This is an optimization exercise on Yosys and OpenROAD, whose aim is small area and a short achievable clock period, not a production implementation.
No functional check of the RTL was part of any run shown here.

==> design.v <==
module multiplier_8bit (
    input signed [7:0] A,
    input signed [7:0] B,
    output signed [15:0] P
);
    wire pp1;
    assign pp1 = A[0] & B[0];
    wire pp2;
    assign pp2 = A[0] & B[1];
    wire pp3;
    assign pp3 = A[0] & B[2];
    wire pp4;
    assign pp4 = A[0] & B[3];
    wire pp5;
    assign pp5 = A[0] & B[4];
    wire pp6;
    assign pp6 = A[0] & B[5];
    wire pp7;
    assign pp7 = A[0] & B[6];
    wire pp8;
    assign pp8 = ~(A[0] & B[7]);
    wire pp9;
    assign pp9 = A[1] & B[0];
    wire pp10;
    assign pp10 = A[1] & B[1];
    wire pp11;
    assign pp11 = A[1] & B[2];
    wire pp12;
    assign pp12 = A[1] & B[3];
    wire pp13;
    assign pp13 = A[1] & B[4];
    wire pp14;
    assign pp14 = A[1] & B[5];
    wire pp15;
    assign pp15 = A[1] & B[6];
    wire pp16;
    assign pp16 = ~(A[1] & B[7]);
    wire pp17;
    assign pp17 = A[2] & B[0];
    wire pp18;
    assign pp18 = A[2] & B[1];
    wire pp19;
    assign pp19 = A[2] & B[2];
    wire pp20;
    assign pp20 = A[2] & B[3];
    wire pp21;
    assign pp21 = A[2] & B[4];
    wire pp22;
    assign pp22 = A[2] & B[5];
    wire pp23;
    assign pp23 = A[2] & B[6];
    wire pp24;
    assign pp24 = ~(A[2] & B[7]);
    wire pp25;
    assign pp25 = A[3] & B[0];
    wire pp26;
    assign pp26 = A[3] & B[1];
    wire pp27;
    assign pp27 = A[3] & B[2];
    wire pp28;
    assign pp28 = A[3] & B[3];
    wire pp29;
    assign pp29 = A[3] & B[4];
    wire pp30;
    assign pp30 = A[3] & B[5];
    wire pp31;
    assign pp31 = A[3] & B[6];
    wire pp32;
    assign pp32 = ~(A[3] & B[7]);
    wire pp33;
    assign pp33 = A[4] & B[0];
    wire pp34;
    assign pp34 = A[4] & B[1];
    wire pp35;
    assign pp35 = A[4] & B[2];
    wire pp36;
    assign pp36 = A[4] & B[3];
    wire pp37;
    assign pp37 = A[4] & B[4];
    wire pp38;
    assign pp38 = A[4] & B[5];
    wire pp39;
    assign pp39 = A[4] & B[6];
    wire pp40;
    assign pp40 = ~(A[4] & B[7]);
    wire pp41;
    assign pp41 = A[5] & B[0];
    wire pp42;
    assign pp42 = A[5] & B[1];
    wire pp43;
    assign pp43 = A[5] & B[2];
    wire pp44;
    assign pp44 = A[5] & B[3];
    wire pp45;
    assign pp45 = A[5] & B[4];
    wire pp46;
    assign pp46 = A[5] & B[5];
    wire pp47;
    assign pp47 = A[5] & B[6];
    wire pp48;
    assign pp48 = ~(A[5] & B[7]);
    wire pp49;
    assign pp49 = A[6] & B[0];
    wire pp50;
    assign pp50 = A[6] & B[1];
    wire pp51;
    assign pp51 = A[6] & B[2];
    wire pp52;
    assign pp52 = A[6] & B[3];
    wire pp53;
    assign pp53 = A[6] & B[4];
    wire pp54;
    assign pp54 = A[6] & B[5];
    wire pp55;
    assign pp55 = A[6] & B[6];
    wire pp56;
    assign pp56 = ~(A[6] & B[7]);
    wire pp57;
    assign pp57 = ~(A[7] & B[0]);
    wire pp58;
    assign pp58 = ~(A[7] & B[1]);
    wire pp59;
    assign pp59 = ~(A[7] & B[2]);
    wire pp60;
    assign pp60 = ~(A[7] & B[3]);
    wire pp61;
    assign pp61 = ~(A[7] & B[4]);
    wire pp62;
    assign pp62 = ~(A[7] & B[5]);
    wire pp63;
    assign pp63 = ~(A[7] & B[6]);
    wire pp64;
    assign pp64 = A[7] & B[7];
    wire s65;
    wire c66;
    ha_cell u67 (.a(pp7), .b(pp14), .s(s65), .co(c66));
    wire s68;
    wire c69;
    fa_cell u70 (.a(pp8), .b(pp15), .c(pp22), .s(s68), .co(c69));
    wire s71;
    wire c72;
    ha_cell u73 (.a(pp29), .b(pp36), .s(s71), .co(c72));
    wire s74;
    wire c75;
    fa_cell u76 (.a(1'b1), .b(pp16), .c(pp23), .s(s74), .co(c75));
    wire s77;
    wire c78;
    fa_cell u79 (.a(pp30), .b(pp37), .c(pp44), .s(s77), .co(c78));
    wire s80;
    wire c81;
    fa_cell u82 (.a(pp24), .b(pp31), .c(pp38), .s(s80), .co(c81));
    wire s83;
    wire c84;
    ha_cell u85 (.a(pp5), .b(pp12), .s(s83), .co(c84));
    wire s86;
    wire c87;
    fa_cell u88 (.a(pp6), .b(pp13), .c(pp20), .s(s86), .co(c87));
    wire s89;
    wire c90;
    ha_cell u91 (.a(pp27), .b(pp34), .s(s89), .co(c90));
    wire s92;
    wire c93;
    fa_cell u94 (.a(pp21), .b(pp28), .c(pp35), .s(s92), .co(c93));
    wire s95;
    wire c96;
    fa_cell u97 (.a(pp42), .b(pp49), .c(s65), .s(s95), .co(c96));
    wire s98;
    wire c99;
    fa_cell u100 (.a(pp43), .b(pp50), .c(pp57), .s(s98), .co(c99));
    wire s101;
    wire c102;
    fa_cell u103 (.a(c66), .b(s71), .c(s68), .s(s101), .co(c102));
    wire s104;
    wire c105;
    fa_cell u106 (.a(pp51), .b(pp58), .c(c72), .s(s104), .co(c105));
    wire s107;
    wire c108;
    fa_cell u109 (.a(c69), .b(s74), .c(s77), .s(s107), .co(c108));
    wire s110;
    wire c111;
    fa_cell u112 (.a(pp45), .b(pp52), .c(pp59), .s(s110), .co(c111));
    wire s113;
    wire c114;
    fa_cell u115 (.a(c75), .b(c78), .c(s80), .s(s113), .co(c114));
    wire s116;
    wire c117;
    fa_cell u118 (.a(pp32), .b(pp39), .c(pp46), .s(s116), .co(c117));
    wire s119;
    wire c120;
    fa_cell u121 (.a(pp53), .b(pp60), .c(c81), .s(s119), .co(c120));
    wire s122;
    wire c123;
    fa_cell u124 (.a(pp40), .b(pp47), .c(pp54), .s(s122), .co(c123));
    wire s125;
    wire c126;
    ha_cell u127 (.a(pp4), .b(pp11), .s(s125), .co(c126));
    wire s128;
    wire c129;
    fa_cell u130 (.a(pp19), .b(pp26), .c(pp33), .s(s128), .co(c129));
    wire s131;
    wire c132;
    fa_cell u133 (.a(pp41), .b(c84), .c(s89), .s(s131), .co(c132));
    wire s134;
    wire c135;
    fa_cell u136 (.a(c90), .b(c87), .c(s92), .s(s134), .co(c135));
    wire s137;
    wire c138;
    fa_cell u139 (.a(c93), .b(s98), .c(c96), .s(s137), .co(c138));
    wire s140;
    wire c141;
    fa_cell u142 (.a(c99), .b(s104), .c(c102), .s(s140), .co(c141));
    wire s143;
    wire c144;
    fa_cell u145 (.a(s110), .b(c105), .c(c108), .s(s143), .co(c144));
    wire s146;
    wire c147;
    fa_cell u148 (.a(c111), .b(s116), .c(s119), .s(s146), .co(c147));
    wire s149;
    wire c150;
    fa_cell u151 (.a(pp61), .b(c117), .c(s122), .s(s149), .co(c150));
    wire s152;
    wire c153;
    fa_cell u154 (.a(pp48), .b(pp55), .c(pp62), .s(s152), .co(c153));
    wire s155;
    wire c156;
    ha_cell u157 (.a(pp3), .b(pp10), .s(s155), .co(c156));
    wire s158;
    wire c159;
    fa_cell u160 (.a(pp18), .b(pp25), .c(s125), .s(s158), .co(c159));
    wire s161;
    wire c162;
    fa_cell u163 (.a(c126), .b(s83), .c(s128), .s(s161), .co(c162));
    wire s164;
    wire c165;
    fa_cell u166 (.a(c129), .b(s86), .c(s131), .s(s164), .co(c165));
    wire s167;
    wire c168;
    fa_cell u169 (.a(c132), .b(s95), .c(s134), .s(s167), .co(c168));
    wire s170;
    wire c171;
    fa_cell u172 (.a(c135), .b(s101), .c(s137), .s(s170), .co(c171));
    wire s173;
    wire c174;
    fa_cell u175 (.a(s107), .b(c138), .c(s140), .s(s173), .co(c174));
    wire s176;
    wire c177;
    fa_cell u178 (.a(s113), .b(c141), .c(s143), .s(s176), .co(c177));
    wire s179;
    wire c180;
    fa_cell u181 (.a(c114), .b(c144), .c(s146), .s(s179), .co(c180));
    wire s182;
    wire c183;
    fa_cell u184 (.a(c120), .b(s149), .c(c147), .s(s182), .co(c183));
    wire s185;
    wire c186;
    fa_cell u187 (.a(c123), .b(s152), .c(c150), .s(s185), .co(c186));
    wire s188;
    wire c189;
    fa_cell u190 (.a(pp56), .b(pp63), .c(c153), .s(s188), .co(c189));
    wire s191;
    wire c192;
    ha_cell u193 (.a(pp2), .b(pp9), .s(s191), .co(c192));
    wire s194;
    wire c195;
    fa_cell u196 (.a(pp17), .b(c192), .c(s155), .s(s194), .co(c195));
    wire s197;
    wire c198;
    fa_cell u199 (.a(c156), .b(c195), .c(s158), .s(s197), .co(c198));
    wire s200;
    wire c201;
    fa_cell u202 (.a(c159), .b(s161), .c(c198), .s(s200), .co(c201));
    wire s203;
    wire c204;
    ha_cell u205 (.a(c162), .b(s164), .s(s203), .co(c204));
    wire s206;
    wire c207;
    ha_cell u208 (.a(c165), .b(s167), .s(s206), .co(c207));
    wire s209;
    wire c210;
    ha_cell u211 (.a(c168), .b(s170), .s(s209), .co(c210));
    wire s212;
    wire c213;
    ha_cell u214 (.a(c171), .b(s173), .s(s212), .co(c213));
    wire s215;
    wire c216;
    ha_cell u217 (.a(c174), .b(s176), .s(s215), .co(c216));
    wire s218;
    wire c219;
    ha_cell u220 (.a(c177), .b(s179), .s(s218), .co(c219));
    wire s221;
    wire c222;
    ha_cell u223 (.a(c180), .b(s182), .s(s221), .co(c222));
    wire s224;
    wire c225;
    ha_cell u226 (.a(c183), .b(s185), .s(s224), .co(c225));
    wire s227;
    wire c228;
    ha_cell u229 (.a(c186), .b(s188), .s(s227), .co(c228));
    wire s230;
    wire c231;
    ha_cell u232 (.a(pp64), .b(c189), .s(s230), .co(c231));
    wire g233;
    wire p234;
    assign g233 = 1'b1 & 1'b0;
    assign p234 = 1'b1 ^ 1'b0;
    wire g235;
    assign g235 = c204 | (s203 & c201);
    wire G236;
    ao_cell u237 (.g(c207), .p(s206), .c(g235), .y(G236));
    wire P238;
    assign P238 = s206 & s203;
    wire G239;
    ao_cell u240 (.g(c213), .p(s212), .c(c210), .y(G239));
    wire P241;
    assign P241 = s212 & s209;
    wire G242;
    ao_cell u243 (.g(c219), .p(s218), .c(c216), .y(G242));
    wire P244;
    assign P244 = s218 & s215;
    wire G245;
    ao_cell u246 (.g(c225), .p(s224), .c(c222), .y(G245));
    wire P247;
    assign P247 = s224 & s221;
    wire G248;
    ao_cell u249 (.g(c231), .p(s230), .c(c228), .y(G248));
    wire P250;
    assign P250 = s230 & s227;
    wire G251;
    ao_cell u252 (.g(c210), .p(s209), .c(G236), .y(G251));
    wire P253;
    assign P253 = s209 & P238;
    wire G254;
    ao_cell u255 (.g(G239), .p(P241), .c(G236), .y(G254));
    wire P256;
    assign P256 = P241 & P238;
    wire G257;
    ao_cell u258 (.g(c222), .p(s221), .c(G242), .y(G257));
    wire P259;
    assign P259 = s221 & P244;
    wire G260;
    ao_cell u261 (.g(G245), .p(P247), .c(G242), .y(G260));
    wire P262;
    assign P262 = P247 & P244;
    wire G263;
    ao_cell u264 (.g(g233), .p(p234), .c(G248), .y(G263));
    wire P265;
    assign P265 = p234 & P250;
    wire G266;
    ao_cell u267 (.g(c216), .p(s215), .c(G254), .y(G266));
    wire P268;
    assign P268 = s215 & P256;
    wire G269;
    ao_cell u270 (.g(G242), .p(P244), .c(G254), .y(G269));
    wire P271;
    assign P271 = P244 & P256;
    wire G272;
    ao_cell u273 (.g(G257), .p(P259), .c(G254), .y(G272));
    wire P274;
    assign P274 = P259 & P256;
    wire G275;
    ao_cell u276 (.g(G260), .p(P262), .c(G254), .y(G275));
    wire P277;
    assign P277 = P262 & P256;
    wire G278;
    ao_cell u279 (.g(c228), .p(s227), .c(G275), .y(G278));
    wire P280;
    assign P280 = s227 & P277;
    wire G281;
    ao_cell u282 (.g(G248), .p(P250), .c(G275), .y(G281));
    wire P283;
    assign P283 = P250 & P277;
    wire G284;
    ao_cell u285 (.g(G263), .p(P265), .c(G275), .y(G284));
    wire P286;
    assign P286 = P265 & P277;
    wire sum287;
    assign sum287 = s203 ^ c201;
    wire sum288;
    assign sum288 = s206 ^ g235;
    wire sum289;
    assign sum289 = s209 ^ G236;
    wire sum290;
    assign sum290 = s212 ^ G251;
    wire sum291;
    assign sum291 = s215 ^ G254;
    wire sum292;
    assign sum292 = s218 ^ G266;
    wire sum293;
    assign sum293 = s221 ^ G269;
    wire sum294;
    assign sum294 = s224 ^ G272;
    wire sum295;
    assign sum295 = s227 ^ G275;
    wire sum296;
    assign sum296 = s230 ^ G278;
    wire sum297;
    assign sum297 = p234 ^ G281;
    assign P = {sum297, sum296, sum295, sum294, sum293, sum292, sum291, sum290, sum289, sum288, sum287, s200, s197, s194, s191, pp1};
endmodule
module adder_16bit (
    input signed [15:0] A,
    input signed [15:0] B,
    input signed [15:0] C,
    input signed [15:0] D,
    output signed [17:0] S
);
    wire s1;
    wire c2;
    ha_cell u3 (.a(A[0]), .b(B[0]), .s(s1), .co(c2));
    wire s4;
    wire c5;
    fa_cell u6 (.a(A[1]), .b(B[1]), .c(C[1]), .s(s4), .co(c5));
    wire s7;
    wire c8;
    fa_cell u9 (.a(A[2]), .b(B[2]), .c(C[2]), .s(s7), .co(c8));
    wire s10;
    wire c11;
    fa_cell u12 (.a(A[3]), .b(B[3]), .c(C[3]), .s(s10), .co(c11));
    wire s13;
    wire c14;
    fa_cell u15 (.a(A[4]), .b(B[4]), .c(C[4]), .s(s13), .co(c14));
    wire s16;
    wire c17;
    fa_cell u18 (.a(A[5]), .b(B[5]), .c(C[5]), .s(s16), .co(c17));
    wire s19;
    wire c20;
    fa_cell u21 (.a(A[6]), .b(B[6]), .c(C[6]), .s(s19), .co(c20));
    wire s22;
    wire c23;
    fa_cell u24 (.a(A[7]), .b(B[7]), .c(C[7]), .s(s22), .co(c23));
    wire s25;
    wire c26;
    fa_cell u27 (.a(A[8]), .b(B[8]), .c(C[8]), .s(s25), .co(c26));
    wire s28;
    wire c29;
    fa_cell u30 (.a(A[9]), .b(B[9]), .c(C[9]), .s(s28), .co(c29));
    wire s31;
    wire c32;
    fa_cell u33 (.a(A[10]), .b(B[10]), .c(C[10]), .s(s31), .co(c32));
    wire s34;
    wire c35;
    fa_cell u36 (.a(A[11]), .b(B[11]), .c(C[11]), .s(s34), .co(c35));
    wire s37;
    wire c38;
    fa_cell u39 (.a(A[12]), .b(B[12]), .c(C[12]), .s(s37), .co(c38));
    wire s40;
    wire c41;
    fa_cell u42 (.a(A[13]), .b(B[13]), .c(C[13]), .s(s40), .co(c41));
    wire s43;
    wire c44;
    fa_cell u45 (.a(A[14]), .b(B[14]), .c(C[14]), .s(s43), .co(c44));
    wire s46;
    wire c47;
    fa_cell u48 (.a(~A[15]), .b(~B[15]), .c(~C[15]), .s(s46), .co(c47));
    wire s49;
    wire c50;
    ha_cell u51 (.a(C[0]), .b(D[0]), .s(s49), .co(c50));
    wire s52;
    wire c53;
    fa_cell u54 (.a(D[1]), .b(c2), .c(s4), .s(s52), .co(c53));
    wire s55;
    wire c56;
    fa_cell u57 (.a(D[2]), .b(c5), .c(s7), .s(s55), .co(c56));
    wire s58;
    wire c59;
    fa_cell u60 (.a(D[3]), .b(c8), .c(s10), .s(s58), .co(c59));
    wire s61;
    wire c62;
    fa_cell u63 (.a(D[4]), .b(c11), .c(s13), .s(s61), .co(c62));
    wire s64;
    wire c65;
    fa_cell u66 (.a(D[5]), .b(c14), .c(s16), .s(s64), .co(c65));
    wire s67;
    wire c68;
    fa_cell u69 (.a(D[6]), .b(c17), .c(s19), .s(s67), .co(c68));
    wire s70;
    wire c71;
    fa_cell u72 (.a(D[7]), .b(c20), .c(s22), .s(s70), .co(c71));
    wire s73;
    wire c74;
    fa_cell u75 (.a(D[8]), .b(c23), .c(s25), .s(s73), .co(c74));
    wire s76;
    wire c77;
    fa_cell u78 (.a(D[9]), .b(c26), .c(s28), .s(s76), .co(c77));
    wire s79;
    wire c80;
    fa_cell u81 (.a(D[10]), .b(c29), .c(s31), .s(s79), .co(c80));
    wire s82;
    wire c83;
    fa_cell u84 (.a(D[11]), .b(c32), .c(s34), .s(s82), .co(c83));
    wire s85;
    wire c86;
    fa_cell u87 (.a(D[12]), .b(c35), .c(s37), .s(s85), .co(c86));
    wire s88;
    wire c89;
    fa_cell u90 (.a(D[13]), .b(c38), .c(s40), .s(s88), .co(c89));
    wire s91;
    wire c92;
    fa_cell u93 (.a(D[14]), .b(c41), .c(s43), .s(s91), .co(c92));
    wire s94;
    wire c95;
    fa_cell u96 (.a(~D[15]), .b(c44), .c(s46), .s(s94), .co(c95));
    wire [17:0] va97;
    wire [17:0] vb98;
    wire [17:0] vs99;
    assign va97 = {1'b1, c47, c92, c89, c86, c83, c80, c77, c74, c71, c68, c65, c62, c59, c56, c53, c50, s1};
    assign vb98 = {1'b0, c95, s94, s91, s88, s85, s82, s79, s76, s73, s70, s67, s64, s61, s58, s55, s52, s49};
    assign vs99 = va97 + vb98;
    assign S = {vs99[17], vs99[16], vs99[15], vs99[14], vs99[13], vs99[12], vs99[11], vs99[10], vs99[9], vs99[8], vs99[7], vs99[6], vs99[5], vs99[4], vs99[3], vs99[2], vs99[1], vs99[0]};
endmodule
module fa_cell (
    input a,
    input b,
    input c,
    output s,
    output co
);
    assign s = a ^ b ^ c;
    assign co = (a & b) | (a & c) | (b & c);
endmodule
module ha_cell (
    input a,
    input b,
    output s,
    output co
);
    assign s = a ^ b;
    assign co = a & b;
endmodule
module ao_cell (
    input g,
    input p,
    input c,
    output y
);
    assign y = g | (p & c);
endmodule
module hac_cell (
    input a,
    input b,
    output s,
    output co
);
    assign s = ~(a ^ b);
    assign co = a | b;
endmodule
module adder_18bit (
    input signed [17:0] A,
    input signed [17:0] B,
    output signed [18:0] S
);
    wire s1;
    wire c2;
    ha_cell u3 (.a(A[0]), .b(B[0]), .s(s1), .co(c2));
    wire s4;
    wire c5;
    ha_cell u6 (.a(A[1]), .b(B[1]), .s(s4), .co(c5));
    wire s7;
    wire c8;
    ha_cell u9 (.a(A[2]), .b(B[2]), .s(s7), .co(c8));
    wire s10;
    wire c11;
    ha_cell u12 (.a(A[3]), .b(B[3]), .s(s10), .co(c11));
    wire s13;
    wire c14;
    ha_cell u15 (.a(A[4]), .b(B[4]), .s(s13), .co(c14));
    wire s16;
    wire c17;
    ha_cell u18 (.a(A[5]), .b(B[5]), .s(s16), .co(c17));
    wire s19;
    wire c20;
    ha_cell u21 (.a(A[6]), .b(B[6]), .s(s19), .co(c20));
    wire s22;
    wire c23;
    ha_cell u24 (.a(A[7]), .b(B[7]), .s(s22), .co(c23));
    wire s25;
    wire c26;
    ha_cell u27 (.a(A[8]), .b(B[8]), .s(s25), .co(c26));
    wire s28;
    wire c29;
    ha_cell u30 (.a(A[9]), .b(B[9]), .s(s28), .co(c29));
    wire s31;
    wire c32;
    ha_cell u33 (.a(A[10]), .b(B[10]), .s(s31), .co(c32));
    wire s34;
    wire c35;
    ha_cell u36 (.a(A[11]), .b(B[11]), .s(s34), .co(c35));
    wire s37;
    wire c38;
    ha_cell u39 (.a(A[12]), .b(B[12]), .s(s37), .co(c38));
    wire s40;
    wire c41;
    ha_cell u42 (.a(A[13]), .b(B[13]), .s(s40), .co(c41));
    wire s43;
    wire c44;
    ha_cell u45 (.a(A[14]), .b(B[14]), .s(s43), .co(c44));
    wire s46;
    wire c47;
    ha_cell u48 (.a(A[15]), .b(B[15]), .s(s46), .co(c47));
    wire s49;
    wire c50;
    ha_cell u51 (.a(A[16]), .b(B[16]), .s(s49), .co(c50));
    wire s52;
    wire c53;
    ha_cell u54 (.a(A[17]), .b(B[17]), .s(s52), .co(c53));
    wire s55;
    wire c56;
    ha_cell u57 (.a(A[17]), .b(B[17]), .s(s55), .co(c56));
    wire G58;
    ao_cell u59 (.g(c5), .p(s4), .c(c2), .y(G58));
    wire P60;
    assign P60 = s4 & s1;
    wire G61;
    ao_cell u62 (.g(c11), .p(s10), .c(c8), .y(G61));
    wire P63;
    assign P63 = s10 & s7;
    wire G64;
    ao_cell u65 (.g(c17), .p(s16), .c(c14), .y(G64));
    wire P66;
    assign P66 = s16 & s13;
    wire G67;
    ao_cell u68 (.g(c23), .p(s22), .c(c20), .y(G67));
    wire P69;
    assign P69 = s22 & s19;
    wire G70;
    ao_cell u71 (.g(c29), .p(s28), .c(c26), .y(G70));
    wire P72;
    assign P72 = s28 & s25;
    wire G73;
    ao_cell u74 (.g(c35), .p(s34), .c(c32), .y(G73));
    wire P75;
    assign P75 = s34 & s31;
    wire G76;
    ao_cell u77 (.g(c41), .p(s40), .c(c38), .y(G76));
    wire P78;
    assign P78 = s40 & s37;
    wire G79;
    ao_cell u80 (.g(c47), .p(s46), .c(c44), .y(G79));
    wire P81;
    assign P81 = s46 & s43;
    wire G82;
    ao_cell u83 (.g(c53), .p(s52), .c(c50), .y(G82));
    wire P84;
    assign P84 = s52 & s49;
    wire G85;
    ao_cell u86 (.g(G61), .p(P63), .c(G58), .y(G85));
    wire P87;
    assign P87 = P63 & P60;
    wire G88;
    ao_cell u89 (.g(G67), .p(P69), .c(G64), .y(G88));
    wire P90;
    assign P90 = P69 & P66;
    wire G91;
    ao_cell u92 (.g(G73), .p(P75), .c(G70), .y(G91));
    wire P93;
    assign P93 = P75 & P72;
    wire G94;
    ao_cell u95 (.g(G79), .p(P81), .c(G76), .y(G94));
    wire P96;
    assign P96 = P81 & P78;
    wire G97;
    ao_cell u98 (.g(G88), .p(P90), .c(G85), .y(G97));
    wire P99;
    assign P99 = P90 & P87;
    wire G100;
    ao_cell u101 (.g(G94), .p(P96), .c(G91), .y(G100));
    wire P102;
    assign P102 = P96 & P93;
    wire G103;
    ao_cell u104 (.g(G100), .p(P102), .c(G97), .y(G103));
    wire P105;
    assign P105 = P102 & P99;
    wire G106;
    ao_cell u107 (.g(G91), .p(P93), .c(G97), .y(G106));
    wire P108;
    assign P108 = P93 & P99;
    wire G109;
    ao_cell u110 (.g(G64), .p(P66), .c(G85), .y(G109));
    wire P111;
    assign P111 = P66 & P87;
    wire G112;
    ao_cell u113 (.g(G70), .p(P72), .c(G97), .y(G112));
    wire P114;
    assign P114 = P72 & P99;
    wire G115;
    ao_cell u116 (.g(G76), .p(P78), .c(G106), .y(G115));
    wire P117;
    assign P117 = P78 & P108;
    wire G118;
    ao_cell u119 (.g(G82), .p(P84), .c(G103), .y(G118));
    wire P120;
    assign P120 = P84 & P105;
    wire G121;
    ao_cell u122 (.g(c8), .p(s7), .c(G58), .y(G121));
    wire P123;
    assign P123 = s7 & P60;
    wire G124;
    ao_cell u125 (.g(c14), .p(s13), .c(G85), .y(G124));
    wire P126;
    assign P126 = s13 & P87;
    wire G127;
    ao_cell u128 (.g(c20), .p(s19), .c(G109), .y(G127));
    wire P129;
    assign P129 = s19 & P111;
    wire G130;
    ao_cell u131 (.g(c26), .p(s25), .c(G97), .y(G130));
    wire P132;
    assign P132 = s25 & P99;
    wire G133;
    ao_cell u134 (.g(c32), .p(s31), .c(G112), .y(G133));
    wire P135;
    assign P135 = s31 & P114;
    wire G136;
    ao_cell u137 (.g(c38), .p(s37), .c(G106), .y(G136));
    wire P138;
    assign P138 = s37 & P108;
    wire G139;
    ao_cell u140 (.g(c44), .p(s43), .c(G115), .y(G139));
    wire P141;
    assign P141 = s43 & P117;
    wire G142;
    ao_cell u143 (.g(c50), .p(s49), .c(G103), .y(G142));
    wire P144;
    assign P144 = s49 & P105;
    wire G145;
    ao_cell u146 (.g(c56), .p(s55), .c(G118), .y(G145));
    wire P147;
    assign P147 = s55 & P120;
    wire sum148;
    assign sum148 = s4 ^ c2;
    wire sum149;
    assign sum149 = s7 ^ G58;
    wire sum150;
    assign sum150 = s10 ^ G121;
    wire sum151;
    assign sum151 = s13 ^ G85;
    wire sum152;
    assign sum152 = s16 ^ G124;
    wire sum153;
    assign sum153 = s19 ^ G109;
    wire sum154;
    assign sum154 = s22 ^ G127;
    wire sum155;
    assign sum155 = s25 ^ G97;
    wire sum156;
    assign sum156 = s28 ^ G130;
    wire sum157;
    assign sum157 = s31 ^ G112;
    wire sum158;
    assign sum158 = s34 ^ G133;
    wire sum159;
    assign sum159 = s37 ^ G106;
    wire sum160;
    assign sum160 = s40 ^ G136;
    wire sum161;
    assign sum161 = s43 ^ G115;
    wire sum162;
    assign sum162 = s46 ^ G139;
    wire sum163;
    assign sum163 = s49 ^ G103;
    wire sum164;
    assign sum164 = s52 ^ G142;
    wire sum165;
    assign sum165 = s55 ^ G118;
    assign S = {sum165, sum164, sum163, sum162, sum161, sum160, sum159, sum158, sum157, sum156, sum155, sum154, sum153, sum152, sum151, sum150, sum149, sum148, s1};
endmodule
module int8_mac_tree (
    input clk,  
    input reset,  
    input signed [7:0] in0,
    input signed [7:0] in1,
    input signed [7:0] in2,
    input signed [7:0] in3,
    input signed [7:0] in4,
    input signed [7:0] in5,
    input signed [7:0] in6,
    input signed [7:0] in7,
    input signed [7:0] in8,
    input signed [7:0] in9,
    input signed [7:0] in10,
    input signed [7:0] in11,
    input signed [7:0] in12,
    input signed [7:0] in13,
    input signed [7:0] in14,
    input signed [7:0] in15,
    output signed [31:0] out,
    output reg signed [15:0] prod0, prod1, prod2, prod3, prod4, prod5, prod6, prod7,
    output signed [17:0] sum_level2_0, sum_level2_1
);
    wire signed [15:0] p0, p1, p2, p3, p4, p5, p6, p7;
    multiplier_8bit mul0 (.A(in0),  .B(in1),  .P(p0));
    multiplier_8bit mul1 (.A(in2),  .B(in3),  .P(p1));
    multiplier_8bit mul2 (.A(in4),  .B(in5),  .P(p2));
    multiplier_8bit mul3 (.A(in6),  .B(in7),  .P(p3));
    multiplier_8bit mul4 (.A(in8),  .B(in9),  .P(p4));
    multiplier_8bit mul5 (.A(in10), .B(in11), .P(p5));
    multiplier_8bit mul6 (.A(in12), .B(in13), .P(p6));
    multiplier_8bit mul7 (.A(in14), .B(in15), .P(p7));
    always @(posedge clk or posedge reset) begin
        if (reset) begin
            prod0 <= 16'h0; prod1 <= 16'h0; prod2 <= 16'h0; prod3 <= 16'h0;
            prod4 <= 16'h0; prod5 <= 16'h0; prod6 <= 16'h0; prod7 <= 16'h0;
        end else begin
            prod0 <= p0; prod1 <= p1; prod2 <= p2; prod3 <= p3;
            prod4 <= p4; prod5 <= p5; prod6 <= p6; prod7 <= p7;
        end
    end
    adder_16bit sum0 (.A(prod0), .B(prod1), .C(prod2), .D(prod3), .S(sum_level2_0));
    adder_16bit sum1 (.A(prod4), .B(prod5), .C(prod6), .D(prod7), .S(sum_level2_1));
    reg signed [18:0] out_r;
    wire signed [18:0] out_sum;
    adder_18bit add_final (.A(sum_level2_0), .B(sum_level2_1), .S(out_sum));
    always @(posedge clk or posedge reset) begin
        if (reset)
            out_r <= 19'h0;
        else
            out_r <= out_sum;
    end
    assign out = out_r;
endmodule
==> flow/run.sh <==
#!/bin/bash
# Standard layout, with the port buffers made from a plain buffer cell
# instead of the delay buffer buffer_ports picks on its own, and timing
# repair aiming at a setup slack of 6.0 ns.
set -euo pipefail
export BUFFER_PORTS_ARGS="-buffer_cell sky130_fd_sc_hd__buf_1"
bash standard.sh SETUP_SLACK_MARGIN=6.0 finish > standard.log 2>&1
==> standard.sh <==
#!/bin/bash
# synth_recipe.tcl (not shown) runs the flow's synth.tcl, then flattens the netlist and writes it again
# the make line also repeats each setting of config.mk as NAME=value (left out here)
make -C /OpenROAD-flow-scripts/flow DESIGN_CONFIG=/design/flow/config.mk WORK_HOME=/design/flow/orfs CLKGATE_MAP_FILE= SYNTH_SCRIPT=/design/flow/synth_recipe.tcl "${@:-finish}"
==> config.mk <==
export PLATFORM = sky130hd
export DESIGN_NAME = int8_mac_tree
export DESIGN_NICKNAME = int8_mac_tree
export VERILOG_FILES = /design/flow/design.v
export SDC_FILE = /design/flow/constraint.sdc
export NUM_CORES = 4
export LEC_CHECK = 0
export CAP_MARGIN = 20
export CORE_MARGIN = 2
export CORE_UTILIZATION = 65
export SLEW_MARGIN = 20
export SYNTH_HIERARCHICAL = 1
export SYNTH_MINIMUM_KEEP_SIZE = 0
==> constraint.sdc <==
create_clock -name core_clock -period 12.0 [get_ports {clk}]
set_input_delay 2.4000 -clock core_clock [delete_from_list [all_inputs] [get_ports {clk}]]
set_output_delay 2.4000 -clock core_clock [all_outputs]
set_load 0.01 [all_outputs]
==> results of run 1 <==
[kinds of logic (layout without fill, tap and decap cells)]
family                   after synthesis  in the layout
adder cells (fa/ha/maj)              575            575
other                                  8              8
AND/OR/NAND/NOR                      644            644
buffers and inverters                199            403
XOR/XNOR                             116            116
flip-flops                           147            147
AO/OA/AOI/OAI                        241            241
[Yosys stat by module (local to each module, per instance)]
module	cell area [µm²]	cells
adder_16bit	945	124
multiplier_8bit	631	99
ao_cell	7.51	1
adder_18bit	382	49
int8_mac_tree	3780	161
ha_cell	12.5	1
fa_cell	20.0	1
[through the flow]
step,util,std cells
global route,0.705,2576
finish,0.705,2576
floorplan,-,1930
CTS,0.700,2568
detailed placement,0.679,2533
global placement,0.679,2533
[repair_timing]
item                                    CTS  global route
buffers inserted                          3             8
endpoints found under the setup margin   11            19
resized for setup                        23            34
pin swaps                                 4            15
[final timing paths]
kind | depth (start not counted) | endpoint | from
worst max-delay path | 9 | sum_level2_1[14] | prod4[5]$_DFF_PP0_
worst min-delay path | 3 | out_r[0]$_DFF_PP0_ | prod3[0]$_DFF_PP0_
worst max register to register | 16 | out_r[18]$_DFF_PP0_ | prod4[5]$_DFF_PP0_
worst min register to register | 3 | out_r[0]$_DFF_PP0_ | prod3[0]$_DFF_PP0_
max in group asynchronous | 3 | prod4[7]$_DFF_PP0_ | reset
min in group asynchronous | 2 | prod7[15]$_DFF_PP0_ | reset
[cells in the mapped netlist (all sizes together) (6+ instances only)]
cell type and number:
fa 374, a211oi 6, nand2 124, o211ai 10
a21o 161, or2 10, buf 164, nand2b 10
dfrtp 147, and3 10, a21oi 34, conb 8
inv 33, nand4 8, xnor2 18, and2 452
nor2 16, o21ai 12, xor2 98, ha 201
[area by class of cell]
type                    count  area, µm²  share of cell area
inverters                  33        128             0.00553
well taps                 442        553              0.0240
clock inverters            15        149             0.00646
multi-input cells        1584      16800               0.727
flip-flops and latches    147       3680               0.160
repair buffers            338       1350              0.0587
clock buffers              17        425              0.0184
[worst max-delay path, cell delays in order (launching register included)]
cell,delay (ns)
dfrtp_2,0.47
fa_1,0.58
fa_1,0.42
ha_2,0.41
o211ai_1,0.17
a21oi_4,0.18
o211ai_2,0.13
and4b_1,0.24
nor4_4,0.31
buf_4,0.19
[layer usage]
metal,track usage,wire length [µm],vias up
met5,0,36,-
met2,0.472,23600,518
met4,0.0775,1270,6
li1,-,-,6532
met3,0.0797,4080,73
met1,0.441,21900,7400
==> metrics.yaml, run 1 <==
cells_and_area:
  syn_to_final_growth_pct: 6.50
  final_common_cell: "and2_1"
  most-common-layout-cells: "and2_1, fa_1, buf_1"
  largest_reg_flops: 19
  top_register: "out_r"
  stdcell_area_mm2: 0.0231
  num-nets-final: 2826
  diodes: 0
  drive_above_1_share: 0.0600
  n_fill_cell: 2476
global_routing:
  globalRouteOverflowTotal: 0
  grt_max_degree: 71
  antenna_found_initial: 4
  track_usage: 0.307
  grt_pass1_vias: 15100
  grt_pass1_wl_um: 82400
clocking:
  clk_path_buf_depth: 2
  clkTransAtPathRegs_ns: 0.07
  cts_inserted_buffers: 17
  cts.hold.buffers_added: 0
  clock_latency_ns: 0.43
  cts_root_buf: "clkbuf_16"
  h-tree-depth: 4
  cts.sinks: 147
  cts_tree: "built"
synthesis:
  synth_compound_area_frac: 0.0839
  synthSimpleGateAreaFrac: 0.173
  synth_seq_cells: 147
  avgSynthCellArea_um2: 11.2
  async_reset_ff_frac: 1.00
  synth_top_family_by_area: "adder cells"
  yosys_warnings: 7
  netlist_area_mm2: 0.0217
  seq_area_frac_synth: 0.170
  synth-xor-area-share: 0.0469
  synth_flop_cell: "dfrtp_1"
  syn_nets: 2635
  synth_largest_area_cell: "fa_1"
  netlist_instances: 1930
  muxShareOfSynthArea: 0
  synth_top_area_frac: 0.346
  synthTopCellsByArea: "fa_1, dfrtp_1, and2_1"
  synth_edf_count: 0
  synth_cell_type_count: 45
  synthAdderAreaFrac: 0.462
timing:
  tightest_slew_ns: 0.892
  finalClockSkew_ns: 0.0119
  layout_min_cycle_time_ns: 5.93
  slew_viol_final: 0
  relSlewSlack: 0.405
  setup_viol: 0
  timing.final.ws_setup_ns: 6.07
  max_freq_mhz: 169
  fin_crit_sh: 0.494
  rsz0062_at_grt: "true"
  hold_violations: 0
  setup_tns_ns: 0
  hold_slack_ns: 0.797
detailed_routing:
  viasPerCell: 5.64
  firstDrtPassIters: 5
  drc_errors: 0
  drt_wl_total_um: 50900
  vias: 14500
  wl_per_cell_um: 19.7
  drtIter0Drc: 706
  ant_nets: 0
worst_setup_path:
  crit_type: "register to primary output"
  cp_max_fo: 6
  setup.worst_path.end_class: "primary output"
  worstPathRequired_ns: 9.60
  start_kind: "register"
  r2r_setup_slack_ns: 7.42
  crit_arrival_ns: 3.53
floorplanning:
  die_width_um: 187
  top_level_ports: 326
  initial_utilization: 0.662
  fp.coreArea_mm2: 0.0327
  core.rowCount: 66
  die_h_um: 187
  dieArea_mm2: 0.0348
status:
  status: "finished clean"
placement:
  post-dp-hpwl_um: 43700
  place_area_mm2: 0.0222
  place_worst_setup_slack_ns: 5.96
  routabilityCongestion: 0.953
  io_buffers: 325
hold_path:
  worstHoldPathType: "register to register"
flow_run:
  drv_cap: 0
==> run 2, diff against run 1 <==
--- a/design.v
+++ b/design.v
@@ -500,13 +500,236 @@
     wire s94;
     wire c95;
     fa_cell u96 (.a(~D[15]), .b(c44), .c(s46), .s(s94), .co(c95));
-    wire [17:0] va97;
-    wire [17:0] vb98;
-    wire [17:0] vs99;
-    assign va97 = {1'b1, c47, c92, c89, c86, c83, c80, c77, c74, c71, c68, c65, c62, c59, c56, c53, c50, s1};
-    assign vb98 = {1'b0, c95, s94, s91, s88, s85, s82, s79, s76, s73, s70, s67, s64, s61, s58, s55, s52, s49};
-    assign vs99 = va97 + vb98;
-    assign S = {vs99[17], vs99[16], vs99[15], vs99[14], vs99[13], vs99[12], vs99[11], vs99[10], vs99[9], vs99[8], vs99[7], vs99[6], vs99[5], vs99[4], vs99[3], vs99[2], vs99[1], vs99[0]};
+    wire s97;
+    wire c98;
+    ha_cell u99 (.a(s1), .b(s49), .s(s97), .co(c98));
+    wire s100;
+    wire c101;
+    ha_cell u102 (.a(c50), .b(s52), .s(s100), .co(c101));
+    wire s103;
+    wire c104;
+    ha_cell u105 (.a(c53), .b(s55), .s(s103), .co(c104));
+    wire s106;
+    wire c107;
+    ha_cell u108 (.a(c56), .b(s58), .s(s106), .co(c107));
+    wire s109;
+    wire c110;
+    ha_cell u111 (.a(c59), .b(s61), .s(s109), .co(c110));
+    wire s112;
+    wire c113;
+    ha_cell u114 (.a(c62), .b(s64), .s(s112), .co(c113));
+    wire s115;
+    wire c116;
+    ha_cell u117 (.a(c65), .b(s67), .s(s115), .co(c116));
+    wire s118;
+    wire c119;
+    ha_cell u120 (.a(c68), .b(s70), .s(s118), .co(c119));
+    wire s121;
+    wire c122;
+    ha_cell u123 (.a(c71), .b(s73), .s(s121), .co(c122));
+    wire s124;
+    wire c125;
+    ha_cell u126 (.a(c74), .b(s76), .s(s124), .co(c125));
+    wire s127;
+    wire c128;
+    ha_cell u129 (.a(c77), .b(s79), .s(s127), .co(c128));
+    wire s130;
+    wire c131;
+    ha_cell u132 (.a(c80), .b(s82), .s(s130), .co(c131));
+    wire s133;
+    wire c134;
+    ha_cell u135 (.a(c83), .b(s85), .s(s133), .co(c134));
+    wire s136;
+    wire c137;
+    ha_cell u138 (.a(c86), .b(s88), .s(s136), .co(c137));
+    wire s139;
+    wire c140;
+    ha_cell u141 (.a(c89), .b(s91), .s(s139), .co(c140));
+    wire s142;
+    wire c143;
+    ha_cell u144 (.a(c92), .b(s94), .s(s142), .co(c143));
+    wire s145;
+    wire c146;
+    ha_cell u147 (.a(c47), .b(c95), .s(s145), .co(c146));
+    wire g148;
+    wire p149;
+    assign g148 = 1'b1 & 1'b0;
+    assign p149 = 1'b1 ^ 1'b0;
+    wire G150;
+    ao_cell u151 (.g(c101), .p(s100), .c(c98), .y(G150));
+    wire P152;
+    assign P152 = s100 & s97;
+    wire G153;
+    ao_cell u154 (.g(c107), .p(s106), .c(c104), .y(G153));
+    wire P155;
+    assign P155 = s106 & s103;
+    wire G156;
+    ao_cell u157 (.g(c113), .p(s112), .c(c110), .y(G156));
+    wire P158;
+    assign P158 = s112 & s109;
+    wire G159;
+    ao_cell u160 (.g(c119), .p(s118), .c(c116), .y(G159));
+    wire P161;
+    assign P161 = s118 & s115;
+    wire G162;
+    ao_cell u163 (.g(c125), .p(s124), .c(c122), .y(G162));
+    wire P164;
+    assign P164 = s124 & s121;
+    wire G165;
+    ao_cell u166 (.g(c131), .p(s130), .c(c128), .y(G165));
+    wire P167;
+    assign P167 = s130 & s127;
+    wire G168;
+    ao_cell u169 (.g(c137), .p(s136), .c(c134), .y(G168));
+    wire P170;
+    assign P170 = s136 & s133;
+    wire G171;
+    ao_cell u172 (.g(c143), .p(s142), .c(c140), .y(G171));
+    wire P173;
+    assign P173 = s142 & s139;
+    wire G174;
+    ao_cell u175 (.g(g148), .p(p149), .c(c146), .y(G174));
+    wire P176;
+    assign P176 = p149 & s145;
+    wire G177;
+    ao_cell u178 (.g(c104), .p(s103), .c(G150), .y(G177));
+    wire P179;
+    assign P179 = s103 & P152;
+    wire G180;
+    ao_cell u181 (.g(G153), .p(P155), .c(G150), .y(G180));
+    wire P182;
+    assign P182 = P155 & P152;
+    wire G183;
+    ao_cell u184 (.g(c116), .p(s115), .c(G156), .y(G183));
+    wire P185;
+    assign P185 = s115 & P158;
+    wire G186;
+    ao_cell u187 (.g(G159), .p(P161), .c(G156), .y(G186));
+    wire P188;
+    assign P188 = P161 & P158;
+    wire G189;
+    ao_cell u190 (.g(c128), .p(s127), .c(G162), .y(G189));
+    wire P191;
+    assign P191 = s127 & P164;
+    wire G192;
+    ao_cell u193 (.g(G165), .p(P167), .c(G162), .y(G192));
+    wire P194;
+    assign P194 = P167 & P164;
+    wire G195;
+    ao_cell u196 (.g(c140), .p(s139), .c(G168), .y(G195));
+    wire P197;
+    assign P197 = s139 & P170;
+    wire G198;
+    ao_cell u199 (.g(G171), .p(P173), .c(G168), .y(G198));
+    wire P200;
+    assign P200 = P173 & P170;
+    wire G201;
+    ao_cell u202 (.g(c110), .p(s109), .c(G180), .y(G201));
+    wire P203;
+    assign P203 = s109 & P182;
+    wire G204;
+    ao_cell u205 (.g(G156), .p(P158), .c(G180), .y(G204));
+    wire P206;
+    assign P206 = P158 & P182;
+    wire G207;
+    ao_cell u208 (.g(G183), .p(P185), .c(G180), .y(G207));
+    wire P209;
+    assign P209 = P185 & P182;
+    wire G210;
+    ao_cell u211 (.g(G186), .p(P188), .c(G180), .y(G210));
+    wire P212;
+    assign P212 = P188 & P182;
+    wire G213;
+    ao_cell u214 (.g(c134), .p(s133), .c(G192), .y(G213));
+    wire P215;
+    assign P215 = s133 & P194;
+    wire G216;
+    ao_cell u217 (.g(G168), .p(P170), .c(G192), .y(G216));
+    wire P218;
+    assign P218 = P170 & P194;
+    wire G219;
+    ao_cell u220 (.g(G195), .p(P197), .c(G192), .y(G219));
+    wire P221;
+    assign P221 = P197 & P194;
+    wire G222;
+    ao_cell u223 (.g(G198), .p(P200), .c(G192), .y(G222));
+    wire P224;
+    assign P224 = P200 & P194;
+    wire G225;
+    ao_cell u226 (.g(c122), .p(s121), .c(G210), .y(G225));
+    wire P227;
+    assign P227 = s121 & P212;
+    wire G228;
+    ao_cell u229 (.g(G162), .p(P164), .c(G210), .y(G228));
+    wire P230;
+    assign P230 = P164 & P212;
+    wire G231;
+    ao_cell u232 (.g(G189), .p(P191), .c(G210), .y(G231));
+    wire P233;
+    assign P233 = P191 & P212;
+    wire G234;
+    ao_cell u235 (.g(G192), .p(P194), .c(G210), .y(G234));
+    wire P236;
+    assign P236 = P194 & P212;
+    wire G237;
+    ao_cell u238 (.g(G213), .p(P215), .c(G210), .y(G237));
+    wire P239;
+    assign P239 = P215 & P212;
+    wire G240;
+    ao_cell u241 (.g(G216), .p(P218), .c(G210), .y(G240));
+    wire P242;
+    assign P242 = P218 & P212;
+    wire G243;
+    ao_cell u244 (.g(G219), .p(P221), .c(G210), .y(G243));
+    wire P245;
+    assign P245 = P221 & P212;
+    wire G246;
+    ao_cell u247 (.g(G222), .p(P224), .c(G210), .y(G246));
+    wire P248;
+    assign P248 = P224 & P212;
+    wire G249;
+    ao_cell u250 (.g(c146), .p(s145), .c(G246), .y(G249));
+    wire P251;
+    assign P251 = s145 & P248;
+    wire G252;
+    ao_cell u253 (.g(G174), .p(P176), .c(G246), .y(G252));
+    wire P254;
+    assign P254 = P176 & P248;
+    wire sum255;
+    assign sum255 = s100 ^ c98;
+    wire sum256;
+    assign sum256 = s103 ^ G150;
+    wire sum257;
+    assign sum257 = s106 ^ G177;
+    wire sum258;
+    assign sum258 = s109 ^ G180;
+    wire sum259;
+    assign sum259 = s112 ^ G201;
+    wire sum260;
+    assign sum260 = s115 ^ G204;
+    wire sum261;
+    assign sum261 = s118 ^ G207;
+    wire sum262;
+    assign sum262 = s121 ^ G210;
+    wire sum263;
+    assign sum263 = s124 ^ G225;
+    wire sum264;
+    assign sum264 = s127 ^ G228;
+    wire sum265;
+    assign sum265 = s130 ^ G231;
+    wire sum266;
+    assign sum266 = s133 ^ G234;
+    wire sum267;
+    assign sum267 = s136 ^ G237;
+    wire sum268;
+    assign sum268 = s139 ^ G240;
+    wire sum269;
+    assign sum269 = s142 ^ G243;
+    wire sum270;
+    assign sum270 = s145 ^ G246;
+    wire sum271;
+    assign sum271 = p149 ^ G249;
+    assign S = {sum271, sum270, sum269, sum268, sum267, sum266, sum265, sum264, sum263, sum262, sum261, sum260, sum259, sum258, sum257, sum256, sum255, s97};
 endmodule
 module fa_cell (
     input a,
==> metrics.yaml, run 2 <==
worst_setup_path:
  crit_arrival_ns: 3.53  # about the same
  cp_max_fo: 6  # unchanged
  path_delay_family: "adder cells"
  worstPathRequired_ns: 9.60  # about the same
  rr_endpoint: "out_r[18]$_DFF_PP0_"
  cpMostUsedCell: "a21o_4"
  crit_type: "register to primary output"
  r2r-start: "prod0[1]$_DFF_PP0_"
  setup.worst_path.end_class: "primary output"
  crit_path_top_delay_cell: "fa_1"
  crit_chain: "fa_1, fa_1, ha_1, a21o_1, a21o_4, a21o_4, a21o_4, a21o_1, inv_2, clkbuf_2"
  path_buf_inv: 2  # +1
  r2r_setup_slack_ns: 7.46  # +0.04 ns
  start_kind: "register"
  rr_worst_depth: 14  # -2
  cp_slowest_stage_delay_ns: 0.57  # about the same
synthesis:
  syn_nets: 2599  # -1.4%
  synth_top_area_frac: 0.346  # +0.000593
  async_reset_ff_frac: 1.00  # unchanged
  synth_cell_type_count: 17  # -62%
  yosys_warnings: 7  # unchanged
  synthTopCellsByArea: "fa_1, dfrtp_1, and2_1"
  synth_edf_count: 0  # unchanged
  synth_seq_cells: 147  # unchanged
  netlist_instances: 1896  # -1.8%
  synthTopCellsByCount: "and2_1, fa_1, a21o_1, ha_1, buf_4"
  avgSynthCellArea_um2: 11.3  # +1.1%
  yosysMostFrequentCell: "and2_1"
  seq_area_frac_synth: 0.171  # +0.00121
  netlist_area_mm2: 0.0215  # -0.71%
  synth_largest_area_cell: "fa_1"
  synth_flop_cell: "dfrtp_1"
hold_path:
  min_from: "prod3[0]$_DFF_PP0_"
  min_path_cells: 3  # unchanged
  worstHoldPathType: "register to register"
  hold_end: "out_r[0]$_DFF_PP0_"
cells_and_area:
  most-common-layout-cells: "and2_1, fa_1, buf_1"
  largest_reg_flops: 19  # unchanged
  top_register: "out_r"
  final_util: 0.702  # -0.00330
  drive_above_1_share: 0.0540  # -0.00598
  syn_to_final_growth_pct: 6.22
  num-nets-final: 2764  # -2.2%
  final_common_cell: "and2_1"
  diodes: 0  # unchanged
clocking:
  clkTransAtPathRegs_ns: 0.07  # about the same
  cts_root_buf: "clkbuf_16"
  clock_latency_ns: 0.44  # about the same
  clk_path_buf_depth: 2  # unchanged
  cts_tree: "built"
  cts.hold.buffers_added: 0  # unchanged
  cts_inserted_buffers: 17  # unchanged
  h-tree-depth: 4  # unchanged
  cts.sinks: 147  # unchanged
timing:
  rsz0062_at_grt: "true"
  tightest_slew_ns: 0.915  # +0.0234 ns
  hold_violations: 0  # unchanged
  setup_tns_ns: 0  # unchanged
  finalClockSkew_ns: 0.0131  # +0.00125 ns
  setup_viol: 0  # unchanged
  slew_viol_final: 0  # unchanged
  layout_min_cycle_time_ns: 5.93  # +0.00431 ns
  fin_crit_sh: 0.494  # about the same
  max_freq_mhz: 169  # about the same
  relSlewSlack: 0.390  # -0.0156
floorplanning:
  dieArea_mm2: 0.0345  # -0.69%
  core.rowCount: 66  # unchanged
  fp.coreArea_mm2: 0.0325  # -0.51%
  die_width_um: 186  # -0.35%
  initial_utilization: 0.661  # -0.00133
  die_h_um: 186  # -0.35%
  top_level_ports: 326  # unchanged
placement:
  io_buffers: 325  # unchanged
  post-dp-hpwl_um: 42600  # -2.5%
  routabilityCongestion: 0.937  # -1.7%
global_routing:
  grt_pass1_vias: 14600  # -3.8%
  globalRouteOverflowTotal: 0  # unchanged
  track_usage: 0.305  # -0.00232
  antenna_found_initial: 0  # -4
  grt_pass1_wl_um: 78900  # -4.3%
  grt_max_degree: 70  # -1.4%
detailed_routing:
  viasPerCell: 5.58  # -0.98%
  vias: 14100  # -3.3%
  drt_wl_total_um: 49900  # -1.9%
  ant_nets: 0  # unchanged
  drc_errors: 0  # unchanged
  firstDrtPassIters: 5  # unchanged
  wl_per_cell_um: 19.8  # +0.47%
  drtIter0Drc: 696  # -1.4%
status:
  status: "finished clean"
flow_run:
  drv_cap: 0  # unchanged
-- run 2: cell count changes in the layout (fill, tap and decap cells not counted), sizes merged, moves of 8 or more --
cell    delta
nor2      -16
and2      +14
and3       +8
a21o      +56
nand2     -12
xor2      +24
o21ai     -12
a21oi     -34
o211ai    -10
xnor2     -18
inv        -9
nand2b    -10
-- run 2: how the worst max path moves through the flow --
stage	start	endpoint	slack (ns)	cells after the start
floorplan	in0[1]	prod0[14]$_DFF_PP0_	6.30	12
global placement	in8[0]	prod4[14]$_DFF_PP0_	5.98	12
detailed placement	in8[0]	prod4[14]$_DFF_PP0_	5.92	12
CTS	prod0[1]$_DFF_PP0_	sum_level2_0[11]	6.01	9
global route	prod4[1]$_DFF_PP0_	sum_level2_1[16]	5.98	9
finish	prod0[1]$_DFF_PP0_	sum_level2_0[17]	6.07	10
-- run 2: per-layer routing --
| layer | track usage | vias to the layer above | routed length, µm |
|---|---|---|---|
| met5 | 0 | - | 0 |
| met4 | 0.0917 | 0 | 1400 |
| met3 | 0.0671 | 78 | 3610 |
| met2 | 0.470 | 464 | 23000 |
| met1 | 0.438 | 7216 | 21900 |
| li1 | - | 6293 | - |
-- run 2: cell type report --
type | count | area (µm²)
multi-input combinational | 1534 | 16500
fill | 2463 | 9700
sequential | 147 | 3690
timing repair buffer | 340 | 1350
tap | 442 | 553
clock buffer | 17 | 425
clock inverter | 15 | 185
inverter | 21 | 82.6
-- run 2: worst min-delay path, stage by stage, from the launching register on --
cell and delay, ns:
dfrtp_1 0.37, ha_1 0.14, ha_1 0.15, ha_1 0.14
-- run 2: logic make-up after synthesis --
kind of cell | synth area share
compound gates | 0.0751
xor+xnor | 0.0497
fa+ha+maj | 0.463
buf+inv | 0.0721
flops | 0.171
other cells | 0.00140
simple gates | 0.167
-- run 2: per-module statistics from Yosys (local to each module, per instance) --
module	flops+latches	area (µm²)	times used
multiplier_8bit	0	631	8
int8_mac_tree	147	3780	1
ao_cell	0	7.51	215
adder_16bit	0	408	2
fa_cell	0	20.0	372
ha_cell	0	12.5	193
adder_18bit	0	382	1
-- run 2: timing repair --
item,4_1_cts,5_1_grt
setup endpoints to repair,18,18
resized for setup,18,39
cloned,0,2
buffers inserted,2,11
pin swaps,3,7
-- run 2: metrics by stage --
| step | setup slack, ns | cell area, µm² | hold slack, ns | cells |
|---|---|---|---|---|
| 2_1_floorplan | 6.30 | 21500 | 0.953 | 1896 |
| 3_3_place_gp | 5.98 | 21800 | 0.812 | 2469 |
| 3_5_place_dp | 5.92 | 21800 | 0.822 | 2469 |
| 6_report | 6.07 | 22800 | 0.838 | 2516 |
| 4_1_cts | 6.01 | 22500 | 0.845 | 2503 |
| 5_1_grt | 5.98 | 22800 | 0.893 | 2516 |
==> run 3, diff against run 2 <==
==> flow/run.sh (replaced) <==
#!/bin/bash
# Standard layout, with the port buffers made from a plain buffer cell
# instead of the delay buffer buffer_ports picks on its own, and timing
# repair aiming at a setup slack of 6.2 ns.
set -euo pipefail
export BUFFER_PORTS_ARGS="-buffer_cell sky130_fd_sc_hd__buf_1"
bash standard.sh SETUP_SLACK_MARGIN=6.2 finish > standard.log 2>&1
==> metrics.yaml, run 3 <==
cells_and_area:
  syn_to_final_growth_pct: 8.49
  stdcell_count: 2552  # +1.4%
  final_util: 0.717  # +0.0150
  num-nets-final: 2800  # +1.3%
  final_common_cell: "and2_1"
  largest_reg_flops: 19  # unchanged
  stdcell_area_mm2: 0.0233  # +2.1%
  most-common-layout-cells: "and2_1, fa_1, buf_1"
  diodes: 0  # unchanged
  top_register: "out_r"
  drive_above_1_share: 0.0853  # +0.0313
clocking:
  cts_tree: "built"
  cts_root_buf: "clkbuf_16"
  clk_path_buf_depth: 2  # unchanged
  cts_inserted_buffers: 17  # unchanged
  clkTransAtPathRegs_ns: 0.07  # about the same
  clock_latency_ns: 0.45  # about the same
  cts.hold.buffers_added: 0  # unchanged
  h-tree-depth: 4  # unchanged
  cts.sinks: 147  # unchanged
worst_setup_path:
  setup.worst_path.end_class: "primary output"
  cp_slowest_stage_delay_ns: 0.54  # -0.03 ns
  start_kind: "register"
  path_buf_inv: 1  # -1
  crit_chain: "fa_1, fa_1, ha_1, and2_1, a21o_4, a21o_4, a21o_1, xor2_2, buf_2"
  crit_arrival_ns: 3.53  # about the same
  worstPathRequired_ns: 9.60  # about the same
  cp_max_fo: 6  # unchanged
  path_delay_family: "adder cells"
  crit_path_top_delay_cell: "fa_1"
  crit_type: "register to primary output"
synthesis:
  avgSynthCellArea_um2: 11.3  # unchanged
  synthTopCellsByCount: "and2_1, fa_1, a21o_1, ha_1, buf_4"
  yosys_warnings: 7  # unchanged
  netlist_area_mm2: 0.0215  # unchanged
  synth_edf_count: 0  # unchanged
  synth_largest_area_cell: "fa_1"
  synth_cell_type_count: 17  # unchanged
  seq_area_frac_synth: 0.171  # unchanged
  netlist_instances: 1896  # unchanged
  yosysMostFrequentCell: "and2_1"
  syn_nets: 2599  # unchanged
  synth_seq_cells: 147  # unchanged
  synth_top_area_frac: 0.346  # unchanged
  async_reset_ff_frac: 1.00  # unchanged
  synth_flop_cell: "dfrtp_1"
  synthTopCellsByArea: "fa_1, dfrtp_1, and2_1"
detailed_routing:
  dr.max_layer_used: "met4"
  routed-wl-met3_um: 3850  # +6.6%
  drt_wl_total_um: 50500  # +1.2%
  ant_nets: 0  # unchanged
  wl_per_cell_um: 19.8  # -0.20%
  viasPerCell: 5.55  # -0.55%
  drtIter0Drc: 671  # -3.6%
  vias: 14200  # +0.87%
  drc_errors: 0  # unchanged
  route.met2.wl_um: 23600  # +2.4%
  wl_met1_um: 21900  # about the same
  firstDrtPassIters: 5  # unchanged
timing:
  max_freq_mhz: 168  # about the same
  tightest_slew_ns: 0.917  # +0.00212 ns
  relSlewSlack: 0.388  # -0.00141
  setup_viol: 0  # unchanged
  slew_viol_final: 0  # unchanged
  finalClockSkew_ns: 0.0125  # -0.000597 ns
  hold_violations: 0  # unchanged
  hold_slack_ns: 0.849  # +0.0110 ns
  setup_tns_ns: 0  # unchanged
  rsz0062_at_grt: "true"
  timing.final.ws_setup_ns: 6.07  # -0.00173 ns
  layout_min_cycle_time_ns: 5.93  # +0.00173 ns
  fin_crit_sh: 0.495  # about the same
status:
  status: "finished clean"
floorplanning:
  dieArea_mm2: 0.0345  # unchanged
  top_level_ports: 326  # unchanged
  fp.coreArea_mm2: 0.0325  # unchanged
  die_width_um: 186  # unchanged
  core.rowCount: 66  # unchanged
  initial_utilization: 0.661  # unchanged
  die_h_um: 186  # unchanged
global_routing:
  antenna_found_initial: 0  # unchanged
  globalRouteOverflowTotal: 0  # unchanged
  grt_pass1_vias: 14800  # +1.5%
  grt_max_degree: 70  # unchanged
  grt_pass1_wl_um: 80100  # +1.6%
  track_usage: 0.310  # +0.00518
placement:
  place_inst: 2469  # unchanged
  place_area_mm2: 0.0218  # unchanged
  io_buffers: 325  # unchanged
  post-dp-hpwl_um: 42600  # unchanged
  routabilityCongestion: 0.937  # unchanged
  place_worst_setup_slack_ns: 5.92  # unchanged
hold_path:
  worstHoldPathType: "register to register"
flow_run:
  drv_cap: 0  # unchanged
run 3: per-module statistics from Yosys (local to each module, per instance):
| module | times used | cell area [µm²] | cells inside | flops+latches |
|---|---|---|---|---|
| multiplier_8bit | 8 | 631 | 99 | 0 |
| adder_16bit | 2 | 408 | 57 | 0 |
| fa_cell | 372 | 20.0 | 1 | 0 |
| ha_cell | 193 | 12.5 | 1 | 0 |
| adder_18bit | 1 | 382 | 49 | 0 |
| ao_cell | 215 | 7.51 | 1 | 0 |
| int8_mac_tree | 1 | 3780 | 161 | 147 |
run 3: cell families after synthesis:
group                    share of synthesized area
adder cells (fa/ha/maj)                      0.463
other                                      0.00140
AO/OA/AOI/OAI                               0.0751
flip-flops                                   0.171
XOR/XNOR                                    0.0497
buffers and inverters                       0.0721
AND/OR/NAND/NOR                              0.167
run 3: area by class of cell:
type | instances | area [µm²]
Clock inverter | 15 | 185
Clock buffer | 17 | 425
Inverter | 21 | 82.6
Fill cell | 2422 | 9210
Tap cell | 442 | 553
Sequential cell | 147 | 3700
Multi-Input combinational cell | 1534 | 16700
Timing Repair Buffer | 376 | 1690
run 3: what timing repair did:
item | 4_1_cts | 5_1_grt
cloned | 2 | 0
pin swaps | 10 | 20
setup buffers | 23 | 26
resized for setup | 66 | 45
setup endpoints to repair | 21 | 25
run 3: path summary, 6_finish.rpt:
kind | slack, ns | endpoint | from | cells past startpoint
worst max-delay path | 6.07 | sum_level2_0[16] | prod1[2]$_DFF_PP0_ | 9
worst min-delay path | 0.85 | out_r[0]$_DFF_PP0_ | prod3[0]$_DFF_PP0_ | 3
worst max register to register | 7.11 | out_r[18]$_DFF_PP0_ | prod1[2]$_DFF_PP0_ | 18
worst min register to register | 0.85 | out_r[0]$_DFF_PP0_ | prod3[0]$_DFF_PP0_ | 3
max in group asynchronous | 8.87 | prod4[3]$_DFF_PP0_ | reset | 3
min in group asynchronous | 1.89 | out_r[16]$_DFF_PP0_ | reset | 2
run 3: tightest hold or removal path: stages (launching register included):
cell and delay [ns]:
dfrtp_1 0.37, ha_1 0.14, ha_1 0.16, ha_1 0.14
run 3: metal layers:
metal / vias up / global-route usage
li1: 6366 / -
met1: 7261 / 0.444
met2: 470 / 0.479
met3: 76 / 0.0743
met4: 0 / 0.0838
met5: - / 0
==> run 4, diff against run 3 <==
==> flow/run.sh (replaced) <==
#!/bin/bash
# Standard layout, with the port buffers made from a plain buffer cell
# instead of the delay buffer buffer_ports picks on its own, and timing
# repair aiming at a setup slack of 6.4 ns.
set -euo pipefail
export BUFFER_PORTS_ARGS="-buffer_cell sky130_fd_sc_hd__buf_1"
bash standard.sh SETUP_SLACK_MARGIN=6.4 finish > standard.log 2>&1
==> metrics.yaml, run 4 <==
timing:
  finalClockSkew_ns: 0.00925  # -0.00328 ns
  hold_slack_ns: 0.805  # -0.0434 ns
  setup_viol: 0  # unchanged
  setup_tns_ns: 0  # unchanged
  rsz0062_at_grt: "true"
  slew_viol_final: 0  # unchanged
  fin_crit_sh: 0.488  # -0.00626
synthesis:
  synth-xor-area-share: 0.0497  # unchanged
  synth_top_area_frac: 0.346  # unchanged
  yosys_warnings: 7  # unchanged
  syn_nets: 2599  # unchanged
  avgSynthCellArea_um2: 11.3  # unchanged
  netlist_area_mm2: 0.0215  # unchanged
  yosysMostFrequentCell: "and2_1"
  synth_edf_count: 0  # unchanged
  synthAdderAreaFrac: 0.463  # unchanged
  synth_cell_type_count: 17  # unchanged
  synthSimpleGateAreaFrac: 0.167  # unchanged
  synth_seq_cells: 147  # unchanged
  netlist_instances: 1896  # unchanged
  synth_top_family_by_area: "adder cells"
  seq_area_frac_synth: 0.171  # unchanged
  synth_flop_cell: "dfrtp_1"
  synthTopCellsByArea: "fa_1, dfrtp_1, and2_1"
worst_setup_path:
  crit_type: "register to primary output"
  crit_path_top_delay_cell: "fa_1"
  crit_chain: "fa_1, fa_1, ha_4, a21o_1, a21o_1, buf_6, a21o_4, a21o_1, xor2_2, buf_2"
  cp_max_fo: 4  # -2
  crit_arrival_ns: 3.46  # -0.07 ns
  setup.worst_path.end_class: "primary output"
  worstPathRequired_ns: 9.60  # about the same
  cp_slowest_stage_delay_ns: 0.54  # about the same
cells_and_area:
  largest_reg_flops: 19  # unchanged
  n_fill_cell: 2407  # -0.62%
  syn_to_final_growth_pct: 11.5
  final_common_cell: "and2_1"
  top_register: "out_r"
  stdcell_count: 2577  # +0.98%
  final_util: 0.737  # +0.0198
  stdcell_area_mm2: 0.0240  # +2.8%
  most-common-layout-cells: "and2_1, fa_1, buf_1"
clocking:
  cts.sinks: 147  # unchanged
  h-tree-depth: 4  # unchanged
  clk_path_buf_depth: 2  # unchanged
  cts_inserted_buffers: 17  # unchanged
  cts_root_buf: "clkbuf_16"
  clkTransAtPathRegs_ns: 0.07  # about the same
  cts.hold.buffers_added: 0  # unchanged
floorplanning:
  core.rowCount: 66  # unchanged
  die_width_um: 186  # unchanged
  fp.coreArea_mm2: 0.0325  # unchanged
  top_level_ports: 326  # unchanged
placement:
  place_area_mm2: 0.0220  # +0.92%
  place_inst: 2469  # unchanged
  post-dp-hpwl_um: 43700  # +2.5%
global_routing:
  use_met2: 0.497  # +0.0183
  track_usage: 0.318  # +0.00739
  grt_max_degree: 73  # +4.3%
  grt_pass1_wl_um: 82100  # +2.5%
  busiest_layer: "met2"
  globalRouteOverflowTotal: 0  # unchanged
flow_run:
  drv_cap: 0  # unchanged
detailed_routing:
  drtIter0Drc: 622  # -7.3%
  wl_per_cell_um: 20.3  # +2.7%
  vias: 14300  # +0.99%
  drc_errors: 0  # unchanged
status:
  status: "finished clean"
## run 4: Yosys stat by module, one instance, submodules excluded, excerpt
module           flops+latches  times used
multiplier_8bit              0           8
adder_16bit                  0           2
int8_mac_tree              147           1
adder_18bit                  0           1
ao_cell                      0         215
fa_cell                      0         372
## run 4: logic make-up after synthesis
kind of cell,count (synthesis)
XOR/XNOR,122
flip-flops,147
AND/OR/NAND/NOR,614
adder cells (fa/ha/maj),573
AO/OA/AOI/OAI,215
buffers and inverters,217
other,8
## run 4: cell type report
class                   instances  area (µm²)  area share
clock inverters                15         136     0.00569
inverters                      21        82.6     0.00345
multi-input cells            1534       17000       0.711
well taps                     442         553      0.0231
repair buffers                401        2020      0.0844
flip-flops and latches        147        3700       0.155
clock buffers                  17         425      0.0177
## run 4: path summary, 6_finish.rpt
path / end / startpoint / cells after the start / slack, ns
worst min register to register: out_r[0]$_DFF_PP0_ / prod3[0]$_DFF_PP0_ / 3 / 0.81
worst max register to register: out_r[18]$_DFF_PP0_ / prod6[1]$_DFF_PP0_ / 18 / 7.19
worst max-delay path: sum_level2_1[14] / prod6[1]$_DFF_PP0_ / 10 / 6.14
max in group asynchronous: prod4[3]$_DFF_PP0_ / reset / 3 / 8.93
worst min-delay path: out_r[0]$_DFF_PP0_ / prod3[0]$_DFF_PP0_ / 3 / 0.81
min in group asynchronous: out_r[17]$_DFF_PP0_ / reset / 2 / 1.86
## run 4: metal layers
metal | wire length, µm | share of wire | up-vias
met1 | 22000 | 0.42 | 7328
met3 | 3740 | 0.071 | 105
met5 | 0 | 0 | -
li1 | - | - | 6392
met4 | 1940 | 0.037 | 0
met2 | 24700 | 0.47 | 488
## run 4: repair_timing
action                                  in CTS  in global routing
resized for setup                          114                103
pin swaps                                   21                 38
buffers inserted                            46                 28
cloned                                       2                  0
endpoints found under the setup margin      27                 39
## run 4: critical path, delay by kind of cell (launching register included)
family                     cells  cell delay, ns
xor gates and xnor gates       1            0.21
AOI/OAI and AO/OA              4            0.79
adders and majority gates      3            1.22
DFF                            1            0.48
buffers and inverters          2            0.32

[port drivers added, routing unchanged]
No port has a modelled driver above. Below, the same layouts with a new extraction and two added sets of constraints. Step 1 assumes that a clkbuf_16 drives the clock port and a buf_2 every other input. Step 2 also shifts input and output timing later by t, the mid clock arrival at the registers, as if the neighbouring blocks saw the same clock. Slacks: ideal / step 1 / step 2; pairs: ideal / step 1.
| run | t, ns | setup WS [ns] | hold WS [ns] | clock arrival spread, ns | pins driven straight from the clock port |
|---|---|---|---|---|---|
| run 1 | 0.478 | 6.071 / 6.022 / 5.833 | 0.797 / 0.797 / 0.797 | 0.014 / 0.014 | 1 |
| run 2 | 0.489 | 6.067 / 6.016 / 5.875 | 0.838 / 0.838 / 0.838 | 0.015 / 0.015 | 1 |
| run 3 | 0.493 | 6.065 / 6.015 / 5.867 | 0.849 / 0.849 / 0.849 | 0.014 / 0.014 | 1 |
| run 4 | 0.484 | 6.140 / 6.093 / 6.049 | 0.805 / 0.805 / 0.805 | 0.010 / 0.010 | 1 |
After both steps every run listed still meets setup and hold. The setup slack of run 1, which loses most, moves by -0.049 ns with the drivers and by -0.238 ns with both steps.
